What follows belongs to an exercise in optimizing a design on an open flow for small area and a short achievable clock period; a production flow would make more cautious choices.
The RTL was checked by simulation tests, not by an equivalence proof against the original design.

==> run a: inputs <==
// FirSymmetry
module FirSymmetry (
  input               io_input_valid,
  output              io_input_ready,
  input      [7:0]    io_input_payload,
  output              io_output_valid,
  input               io_output_ready,
  output     [21:0]   io_output_payload,
  input               clk,
  input               reset
);
  reg [871:0] win;
  reg [17:0] y;
  reg [6:0] run;
  reg full;
  wire s1;
  wire c2;
  wire s3;
  wire c4;
  wire s5;
  wire c6;
  wire s7;
  wire c8;
  wire s9;
  wire c10;
  wire s11;
  wire c12;
  wire s13;
  wire c14;
  wire s15;
  wire c16;
  wire s17;
  wire c18;
  wire s19;
  wire c20;
  wire s21;
  wire c22;
  wire s23;
  wire c24;
  wire s25;
  wire c26;
  wire s27;
  wire c28;
  wire s29;
  wire c30;
  wire s31;
  wire c32;
  wire s33;
  wire c34;
  wire s35;
  wire c36;
  wire s37;
  wire c38;
  wire s39;
  wire c40;
  wire s41;
  wire c42;
  wire s43;
  wire c44;
  wire s45;
  wire c46;
  wire s47;
  wire c48;
  wire s49;
  wire c50;
  wire s51;
  wire c52;
  wire s53;
  wire c54;
  wire s55;
  wire c56;
  wire s57;
  wire c58;
  wire s59;
  wire c60;
  wire s61;
  wire c62;
  wire s63;
  wire c64;
  wire s65;
  wire c66;
  wire s67;
  wire c68;
  wire s69;
  wire c70;
  wire s71;
  wire c72;
  wire s73;
  wire c74;
  wire s75;
  wire c76;
  wire s77;
  wire c78;
  wire s79;
  wire c80;
  wire s81;
  wire c82;
  wire s83;
  wire c84;
  wire s85;
  wire c86;
  wire s87;
  wire c88;
  wire s89;
  wire c90;
  wire s91;
  wire c92;
  wire s93;
  wire c94;
  wire s95;
  wire c96;
  wire s97;
  wire c98;
  wire s99;
  wire c100;
  wire s101;
  wire c102;
  wire s103;
  wire c104;
  wire s105;
  wire c106;
  wire s107;
  wire c108;
  wire s109;
  wire c110;
  wire s111;
  wire c112;
  wire s113;
  wire c114;
  wire s115;
  wire c116;
  wire s117;
  wire c118;
  wire s119;
  wire c120;
  wire s121;
  wire c122;
  wire s123;
  wire c124;
  wire s125;
  wire c126;
  wire s127;
  ...
Settings: LEC_CHECK=0, CAP_MARGIN=20, CORE_MARGIN=2, CORE_UTILIZATION=40, CTS_BUF_LIST=sky130_fd_sc_hd__clkbuf_16 sky130_fd_sc_hd__clkbuf_8, CTS_CLUSTER_DIAMETER=80, CTS_CLUSTER_SIZE=30, SLEW_MARGIN=20, SYNTH_HIERARCHICAL=1; clock period 18.0 ns.
standard.sh (not shown) runs the stock make flow with config.mk's settings and CLKGATE_MAP_FILE= SYNTH_SCRIPT=/design/flow/synth_recipe.tcl, a recipe that flattens the netlist after the stock synthesis.
==> flow/flow/run.sh <==
#!/bin/bash
# Standard ORFS layout with three changes to how the control paths are laid out:
#  - every port buffer is a buf_2 (the resizer's default pick is a slow delay buffer),
#  - the five control pins (valid/ready/reset) are placed next to each other,
#  - before detailed placement, the shift-enable buffer tree under io_output_ready
#    is moved behind one extra buffer, so the port buffer only drives
#    io_input_ready's buffer, the io_output_valid gate and that tree buffer.
# Each step's full output is in standard.log (and ORFS's own logs under orfs/logs).
set -euo pipefail
HERE=$(pwd)
export BUFFER_PORTS_ARGS="-buffer_cell sky130_fd_sc_hd__buf_2"
export PRE_IO_PLACEMENT_TCL=$HERE/flow/io_pins.tcl
export PRE_DETAIL_PLACE_TCL=$HERE/flow/io_fix.tcl
bash standard.sh finish > standard.log 2>&1
==> flow/flow/io_pins.tcl <==
# keep the control pins together so the valid/ready paths stay short
set_io_pin_constraint -group -order -pin_names {io_input_valid reset io_output_valid io_input_ready io_output_ready}
Other scripts of this flow, unchanged in this note and not shown: flow/flow/io_fix.tcl
==> run b: changes against run a <==
CORE_UTILIZATION = 55   (was 40)
CTS_BUF_LIST = sky130_fd_sc_hd__clkbuf_16   (was sky130_fd_sc_hd__clkbuf_16 sky130_fd_sc_hd__clkbuf_8)
CTS_CLUSTER_DIAMETER = 120   (was 80)
CTS_CLUSTER_SIZE = 22   (was 30)
==> run c: changes against run a <==
==> flow/flow/io_pins.tcl (replaced) <==
# keep the control pins together, in the middle of the left edge, so the
# valid/ready paths stay short and the shift-enable tree starts near the centre
set die [[ord::get_db_block] getDieArea]
set dbu [[ord::get_db_tech] getDbUnitsPerMicron]
set ymid [expr {([$die yMin] + [$die yMax]) / 2.0 / $dbu}]
set y0 [expr {int($ymid - 15)}]
set y1 [expr {int($ymid + 15)}]
set_io_pin_constraint -group -order -region left:$y0-$y1 \
  -pin_names {io_input_valid reset io_output_valid io_input_ready io_output_ready}
CTS_BUF_LIST = sky130_fd_sc_hd__clkbuf_16   (was sky130_fd_sc_hd__clkbuf_16 sky130_fd_sc_hd__clkbuf_8)
CTS_CLUSTER_DIAMETER = 120   (was 80)
CTS_CLUSTER_SIZE = 22   (was 30)
==> qor summary <==
| item | run a | run c | run b |
|---|---|---|---|
| Fraction of area in multi-input gates | 0.362 | 0.365 | 0.369 |
| Number of design-rule violations left by the first detailed-router iteration | 2032 | 1508 | 1596 |
| Met1 routing resource usage after global routing | 0.248 | 0.251 | 0.346 |
| Source-to-sink clock delay at the later pin of the worst-skew pair | 0.68 ns | 0.67 ns | 0.65 ns |
| Post-placement worst setup slack | 10.25 ns | 9.76 ns | 8.88 ns |
| Final critical-path share of the clock period | 0.430 | 0.429 | 0.449 |
| Worst Path Arrival | 4.13 ns | 4.13 ns | 8.35 ns |
| Outcome | no timing/DRC/antenna violations | no timing/DRC/antenna violations | no timing/DRC/antenna violations |
| Post-detailed-route via-to-cell ratio | 5.02 | 5.01 | 5.54 |
| Number of global-route vias before repair | 21.4k | 21.4k | 20.9k |
| Startpoint of the most critical hold path | win[34] | win[271] | win[521] |
| Smallest hold slack | 0.402 ns | 0.410 ns | 0.409 ns |
| Antenna violations before repair | 2 | 0 | 1 |
| Register fraction of the total cell area | 0.552 | 0.555 | 0.561 |
| Inserted Clock Buffers | 48 | 49 | 49 |
| Placed standard-cell area | 0.0489 mm² | 0.0489 mm² | 0.0484 mm² |
| Met3 Wirelength | 5350 µm | 3260 µm | 5340 µm |

==> v22 <==
FirSymmetry, a different RTL version from the one above (not shown whole).
export LEC_CHECK = 0
export CAP_MARGIN = 20
export CORE_MARGIN = 2
export CORE_UTILIZATION = 40
export SLEW_MARGIN = 20
export SYNTH_HIERARCHICAL = 1
create_clock -name core_clock -period 18.0 [get_ports {clk}]
==> flow/flow/io_fix.tcl <==
# Runs before detailed placement (PRE_DETAIL_PLACE_TCL), after the resizer has
# buffered the design.  It shortens the combinational port-to-port paths
# (io_output_ready -> io_input_ready, and the valid/ready/reset -> io_output_valid
# gate), which the flow leaves slow because they meet the 18 ns clock easily:
#  - the io_output_ready port buffer keeps only the loads on those paths; the
#    shift-enable buffer tree is moved behind one new buffer,
#  - the gates on those paths get drive strength 2, their port buffers buf_4.
set db [ord::get_db]
set block [ord::get_db_block]

proc driver_of_net {net} {
  foreach it [$net getITerms] {
    if {[$it isOutputSignal]} { return [$it getInst] }
  }
  return ""
}
proc is_seq {inst} {
  return [[$inst getMaster] isSequential]
}
proc port_net {port} {
  return [[[ord::get_db_block] findBTerm $port] getNet]
}
proc out_net {inst} {
  foreach it [$inst getITerms] {
    if {[$it isOutputSignal]} { return [$it getNet] }
  }
  return ""
}
proc upsize {inst cell} {
  set m [[ord::get_db] findMaster $cell]
  if {$m eq "NULL" || $m eq ""} { return }
  if {[[$inst getMaster] getName] eq $cell} { return }
  puts "io_fix: [$inst getName] [[$inst getMaster] getName] -> $cell"
  replace_cell [get_cells [$inst getName]] $cell
}

# port buffers
set inbuf {}
foreach p {io_input_valid io_output_ready reset} {
  foreach it [[port_net $p] getITerms] { dict set inbuf $p [$it getInst] }
}
set outbuf {}
foreach p {io_output_valid io_input_ready} {
  dict set outbuf $p [driver_of_net [port_net $p]]
}
set portbufs {}
foreach {p i} $inbuf { lappend portbufs [$i getName] }
foreach {p i} $outbuf { lappend portbufs [$i getName] }

# combinational cells between the port buffers and the two outputs
set keep {}
foreach {p ob} $outbuf {
  set frontier [list $ob]
  for {set lvl 0} {$lvl < 4} {incr lvl} {
    set next {}
    foreach inst $frontier {
      if {[lsearch -exact $portbufs [$inst getName]] >= 0 && $inst ne $ob} continue
      foreach it [$inst getITerms] {
        if {![$it isInputSignal]} continue
        set n [$it getNet]
        if {$n eq "NULL" || $n eq ""} continue
        set d [driver_of_net $n]
        if {$d eq "" || [is_seq $d]} continue
        if {[lsearch -exact $keep [$d getName]] < 0} {
          lappend keep [$d getName]
          lappend next $d
        }
      }
    }
    set frontier $next
  }
}
puts "io_fix: control path cells: $keep"

# isolate the shift-enable tree
set ibuf [dict get $inbuf io_output_ready]
set onet [out_net $ibuf]
set loads {}
set nkeep 0
foreach pin [get_pins -of_objects [get_nets [$onet getName]]] {
  if {[get_property $pin direction] ne "input"} continue
  set iname [get_full_name [get_cells -of_objects $pin]]
  if {[lsearch -exact $keep $iname] < 0 && [lsearch -exact $portbufs $iname] < 0} {
    lappend loads $pin
  } else {
    incr nkeep
  }
}
puts "io_fix: [$ibuf getName] keeps $nkeep loads, [llength $loads] move behind en_tree_root"
if {[llength $loads] > 0} {
  insert_buffer -buffer_cell sky130_fd_sc_hd__buf_12 -net [get_nets [$onet getName]] \
    -load_pins $loads -buffer_name en_tree_root
}

# sizes
foreach name $keep {
  set inst [$block findInst $name]
  if {[lsearch -exact $portbufs $name] >= 0} continue
  set mname [[$inst getMaster] getName]
  if {[regexp {^(sky130_fd_sc_hd__\w+?)_(0|1)$} $mname -> base]} {
    upsize $inst ${base}_2
  }
}
foreach p {io_input_valid reset} { upsize [dict get $inbuf $p] sky130_fd_sc_hd__buf_4 }
foreach p {io_output_valid io_input_ready} { upsize [dict get $outbuf $p] sky130_fd_sc_hd__buf_4 }
Scripts as last shown in full above: flow/flow/run.sh
Other scripts of this flow, unchanged in this note and not shown: flow/flow/io_pins.tcl
==> inputs of v34, as changes to v22 <==
Settings changed: CTS_BUF_LIST from default to sky130_fd_sc_hd__clkbuf_16, CTS_CLUSTER_DIAMETER from default to 150, CTS_CLUSTER_SIZE from default to 26.
==> inputs of v16, as changes to v22 <==
==> flow/flow/io_fix.tcl (replaced) <==
# Isolate the io_output_ready port buffer from the shift-enable buffer tree.
set block [ord::get_db_block]
proc driver_inst_of_net {net} {
  foreach it [$net getITerms] {
    if {[$it isOutputSignal]} { return [$it getInst] }
  }
  return ""
}
proc port_load_inst {port} {
  set bt [[ord::get_db_block] findBTerm $port]
  set net [$bt getNet]
  foreach it [$net getITerms] { return [$it getInst] }
}
proc port_driver_inst {port} {
  set bt [[ord::get_db_block] findBTerm $port]
  return [driver_inst_of_net [$bt getNet]]
}
set ibuf [port_load_inst io_output_ready]
set onet ""
foreach it [$ibuf getITerms] {
  if {[$it isOutputSignal]} { set onet [$it getNet] }
}
# cells in the fan-in of the io_output_valid and io_input_ready port buffers
set keep {}
foreach p {io_output_valid io_input_ready} {
  set ob [port_driver_inst $p]
  lappend keep [$ob getName]
  # walk back two levels of logic from the output buffer
  set frontier [list $ob]
  for {set lvl 0} {$lvl < 3} {incr lvl} {
    set next {}
    foreach inst $frontier {
      foreach it [$inst getITerms] {
        if {[$it isInputSignal]} {
          set n [$it getNet]
          if {$n eq "NULL" || $n eq ""} continue
          set d [driver_inst_of_net $n]
          if {$d ne "" && [$d getName] ne [$ibuf getName]} {
            lappend next $d
            lappend keep [$d getName]
          }
        }
      }
    }
    set frontier $next
  }
}
set loads {}
foreach it [$onet getITerms] {
  if {[$it isInputSignal]} {
    set inst [$it getInst]
    if {[lsearch -exact $keep [$inst getName]] < 0} {
      lappend loads "[$inst getName]/[[$it getMTerm] getName]"
    }
  }
}
puts "io_fix: [$ibuf getName] drives [llength [$onet getITerms]] pins; moving [llength $loads] behind a new buffer"
if {[llength $loads] > 0} {
  insert_buffer -buffer_cell sky130_fd_sc_hd__buf_12 -net [$onet getName] -load_pins $loads -buffer_name en_tree_root
}
==> run notes <==
item                                                                               v34                        v16                       v22
Utilization after layout                                                         43.2%                          -                     45.2%
Worst hold path cell count                                                           0                          -                         0
Path type of the worst min-delay path                                          reg2reg                          -                   reg2reg
CP Depth                                                                             4                          -                         4
Most crowded layer after global routing                                           met2                          -                      met2
Critical path buffer and inverter count                                              2                          -                         2
Worst-skew pair later-pin latency                                              0.66 ns                          -                   0.70 ns
Fraction of final layout cells sized beyond drive strength 1                     4.44%                          -                     8.64%
Status                                                no timing/DRC/antenna violations  aborted with a tool error  no timing/DRC/antenna violations
Failing step                                                                         -               3_5_place_dp                         -
Crit path DAT                                                                  4.14 ns                          -                   4.14 ns
Total overflow reported by the global router                                         0                          -                         0
Routed wire length per instance                                                31.7 um                          -                   31.0 um
Crit path max-delay cell type                                 sky130_fd_sc_hd__nor3b_2                          -  sky130_fd_sc_hd__nor3b_2

==> v27: inputs <==
FirSymmetry again, from the RTL that the note above started with.
clock: 18.0 ns
lec_check: 0
cap_margin: 20
core_margin: 2
core_utilization: 40
slew_margin: 20
synth_hierarchical: 1
run.sh (not shown) runs the stock make flow with config.mk's settings and CLKGATE_MAP_FILE= SYNTH_SCRIPT=/design/flow/synth_recipe.tcl, a recipe that flattens the netlist after the stock synthesis.
Stock flow here: none of the scripts above is used.
==> v6 (differences from v27) <==
==> flow/flow/run.sh (new file) <==
#!/bin/bash
# Standard ORFS layout with three changes to how the control paths are laid out:
#  - every port buffer is a buf_2 (the resizer's default pick is a slow delay buffer),
#  - the five control pins (valid/ready/reset) are placed next to each other,
#  - before detailed placement, the shift-enable buffer tree under io_output_ready
#    is moved behind one extra buffer, so the port buffer only drives
#    io_input_ready's buffer, the io_output_valid gate and that tree buffer.
# Each step's full output is in standard.log (and ORFS's own logs under orfs/logs).
set -euo pipefail
HERE=$(pwd)
export BUFFER_PORTS_ARGS="-buffer_cell sky130_fd_sc_hd__buf_2"
export PRE_IO_PLACEMENT_TCL=$HERE/flow/io_pins.tcl
export PRE_DETAIL_PLACE_TCL=$HERE/flow/io_fix.tcl
bash standard.sh finish > standard.log 2>&1
==> flow/flow/io_fix.tcl (new file) <==
# Runs before detailed placement (PRE_DETAIL_PLACE_TCL), after the resizer has
# buffered the design.  It shortens the combinational port-to-port paths
# (io_output_ready -> io_input_ready, and the valid/ready/reset -> io_output_valid
# gate), which the flow leaves slow because they meet the 18 ns clock easily:
#  - the io_output_ready port buffer keeps only the loads on those paths; the
#    shift-enable buffer tree is moved behind one new buffer,
#  - the gates on those paths get drive strength 2, their port buffers buf_4.
set db [ord::get_db]
set block [ord::get_db_block]

proc driver_of_net {net} {
  foreach it [$net getITerms] {
    if {[$it isOutputSignal]} { return [$it getInst] }
  }
  return ""
}
proc is_seq {inst} {
  return [[$inst getMaster] isSequential]
}
proc port_net {port} {
  return [[[ord::get_db_block] findBTerm $port] getNet]
}
proc out_net {inst} {
  foreach it [$inst getITerms] {
    if {[$it isOutputSignal]} { return [$it getNet] }
  }
  return ""
}
proc upsize {inst cell} {
  set m [[ord::get_db] findMaster $cell]
  if {$m eq "NULL" || $m eq ""} { return }
  if {[[$inst getMaster] getName] eq $cell} { return }
  puts "io_fix: [$inst getName] [[$inst getMaster] getName] -> $cell"
  replace_cell [get_cells [$inst getName]] $cell
}

# port buffers
set inbuf {}
foreach p {io_input_valid io_output_ready reset} {
  foreach it [[port_net $p] getITerms] { dict set inbuf $p [$it getInst] }
}
set outbuf {}
foreach p {io_output_valid io_input_ready} {
  dict set outbuf $p [driver_of_net [port_net $p]]
}
set portbufs {}
foreach {p i} $inbuf { lappend portbufs [$i getName] }
foreach {p i} $outbuf { lappend portbufs [$i getName] }

# combinational cells between the port buffers and the two outputs
set keep {}
foreach {p ob} $outbuf {
  set frontier [list $ob]
  for {set lvl 0} {$lvl < 4} {incr lvl} {
    set next {}
    foreach inst $frontier {
      if {[lsearch -exact $portbufs [$inst getName]] >= 0 && $inst ne $ob} continue
      foreach it [$inst getITerms] {
        if {![$it isInputSignal]} continue
        set n [$it getNet]
        if {$n eq "NULL" || $n eq ""} continue
        set d [driver_of_net $n]
        if {$d eq "" || [is_seq $d]} continue
        if {[lsearch -exact $keep [$d getName]] < 0} {
          lappend keep [$d getName]
          lappend next $d
        }
      }
    }
    set frontier $next
  }
}
puts "io_fix: control path cells: $keep"

# isolate the shift-enable tree
set ibuf [dict get $inbuf io_output_ready]
set onet [out_net $ibuf]
set loads {}
set nkeep 0
foreach pin [get_pins -of_objects [get_nets [$onet getName]]] {
  if {[get_property $pin direction] ne "input"} continue
  set iname [get_full_name [get_cells -of_objects $pin]]
  if {[lsearch -exact $keep $iname] < 0 && [lsearch -exact $portbufs $iname] < 0} {
    lappend loads $pin
  } else {
    incr nkeep
  }
}
puts "io_fix: [$ibuf getName] keeps $nkeep loads, [llength $loads] move behind en_tree_root"
if {[llength $loads] > 0} {
  insert_buffer -buffer_cell sky130_fd_sc_hd__buf_12 -net [get_nets [$onet getName]] \
    -load_pins $loads -buffer_name en_tree_root
}

# sizes
foreach name $keep {
  set inst [$block findInst $name]
  if {[lsearch -exact $portbufs $name] >= 0} continue
  set mname [[$inst getMaster] getName]
  if {[regexp {^(sky130_fd_sc_hd__\w+?)_(0|1)$} $mname -> base]} {
    upsize $inst ${base}_2
  }
}
foreach p {io_input_valid reset} { upsize [dict get $inbuf $p] sky130_fd_sc_hd__buf_4 }
foreach p {io_output_valid io_input_ready} { upsize [dict get $outbuf $p] sky130_fd_sc_hd__buf_4 }
==> flow/flow/io_pins.tcl (new file) <==
# keep the control pins together so the valid/ready paths stay short
set_io_pin_constraint -group -order -pin_names {io_input_valid reset io_output_valid io_input_ready io_output_ready}
==> flow/standard.sh (new file) <==
#!/bin/bash
# synth_recipe.tcl (not shown) runs the flow's synth.tcl, then flattens the netlist and writes it again
# the make line also repeats each setting of config.mk as NAME=value (left out here)
make -C /OpenROAD-flow-scripts/flow DESIGN_CONFIG=/design/flow/config.mk WORK_HOME=/design/flow/orfs CLKGATE_MAP_FILE= SYNTH_SCRIPT=/design/flow/synth_recipe.tcl "${@:-finish}"
--- a/flow/config.mk
+++ b/flow/config.mk
@@ -9,4 +9,7 @@
 export CORE_MARGIN = 2
 export CORE_UTILIZATION = 40
+export CTS_BUF_LIST = sky130_fd_sc_hd__clkbuf_16
+export CTS_CLUSTER_DIAMETER = 120
+export CTS_CLUSTER_SIZE = 22
 export SLEW_MARGIN = 20
 export SYNTH_HIERARCHICAL = 1
removed: flow/run.sh
==> v26 (differences from v27) <==
==> flow/flow/run.sh (new file) <==
#!/bin/bash
# Standard ORFS layout, but with fast port buffers (buf_2 on every input and
# output port instead of the default the resizer picks).
set -euo pipefail
export BUFFER_PORTS_ARGS="-buffer_cell sky130_fd_sc_hd__buf_2"
bash standard.sh finish > standard.log 2>&1
==> flow/standard.sh (new file) <==
#!/bin/bash
# synth_recipe.tcl (not shown) runs the flow's synth.tcl, then flattens the netlist and writes it again
# the make line also repeats each setting of config.mk as NAME=value (left out here)
make -C /OpenROAD-flow-scripts/flow DESIGN_CONFIG=/design/flow/config.mk WORK_HOME=/design/flow/orfs CLKGATE_MAP_FILE= SYNTH_SCRIPT=/design/flow/synth_recipe.tcl "${@:-finish}"
--- a/flow/config.mk
+++ b/flow/config.mk
@@ -8,5 +8,7 @@
 export CAP_MARGIN = 20
 export CORE_MARGIN = 2
-export CORE_UTILIZATION = 40
+export CORE_UTILIZATION = 60
+export CTS_BUF_LIST = sky130_fd_sc_hd__clkbuf_8
+export CTS_CLUSTER_SIZE = 20
 export SLEW_MARGIN = 20
 export SYNTH_HIERARCHICAL = 1
removed: flow/run.sh
==> comparison <==
The highest clock skew belongs to v26, the lowest to v6. Against v26, the die area of v6 is larger by 49%. First-iteration DRC count, highest first: v6, v27, v26. The lowest global-route usage belongs to v27, the highest to v26. Wire length: v6 > v27 > v26. Clock-buffer cell count: v6 < v27 < v26. In v26 the register-to-register slack is lower than in v6, by 0.04 ns. Core utilization, highest first: v26, v27, v6. Maximum frequency: v6 > v27 > v26. In v6 the sequential share of layout area is higher than in v26, by 0.80 points.

==> re-timing with driven ports <==
How much do the figures lean on ideal ports? The routed layouts below were timed once more, with nothing changed but the port constraints.
Step 1 assumes that a clkbuf_16 drives the clock port and a buf_2 every other input.
Step 2 moves the port delays by t, midway between the first and last clock arrival at a register: inputs arrive t later, outputs are due t later. That takes back most of the time a late clock gives input paths.
a / b / c = ideal / step 1 / step 2; a / b = the first two.
run	t (ns)	setup WS [ns]	latest minus earliest clock arrival (ns)
run a	0.724	10.266 / 10.240 / 10.240	0.059 / 0.059
run b	0.693	9.920 / 9.940 / 9.247	0.050 / 0.049
run c	0.714	10.271 / 10.243 / 9.799	0.049 / 0.049
v22	0.754	10.260 / 10.229 / 10.229	0.033 / 0.033
v34	0.713	10.257 / 10.232 / 10.232	0.053 / 0.053
v27	0.756	9.227 / 9.177 / 9.177	0.041 / 0.041
v6	0.728	10.256 / 10.226 / 10.226	0.038 / 0.039
v26	0.885	9.227 / 9.167 / 9.167	0.044 / 0.043
After both steps every run listed still meets setup and hold. For run b, which loses most, drivers alone change the setup slack by +0.020 ns; drivers and shift together by -0.673 ns.
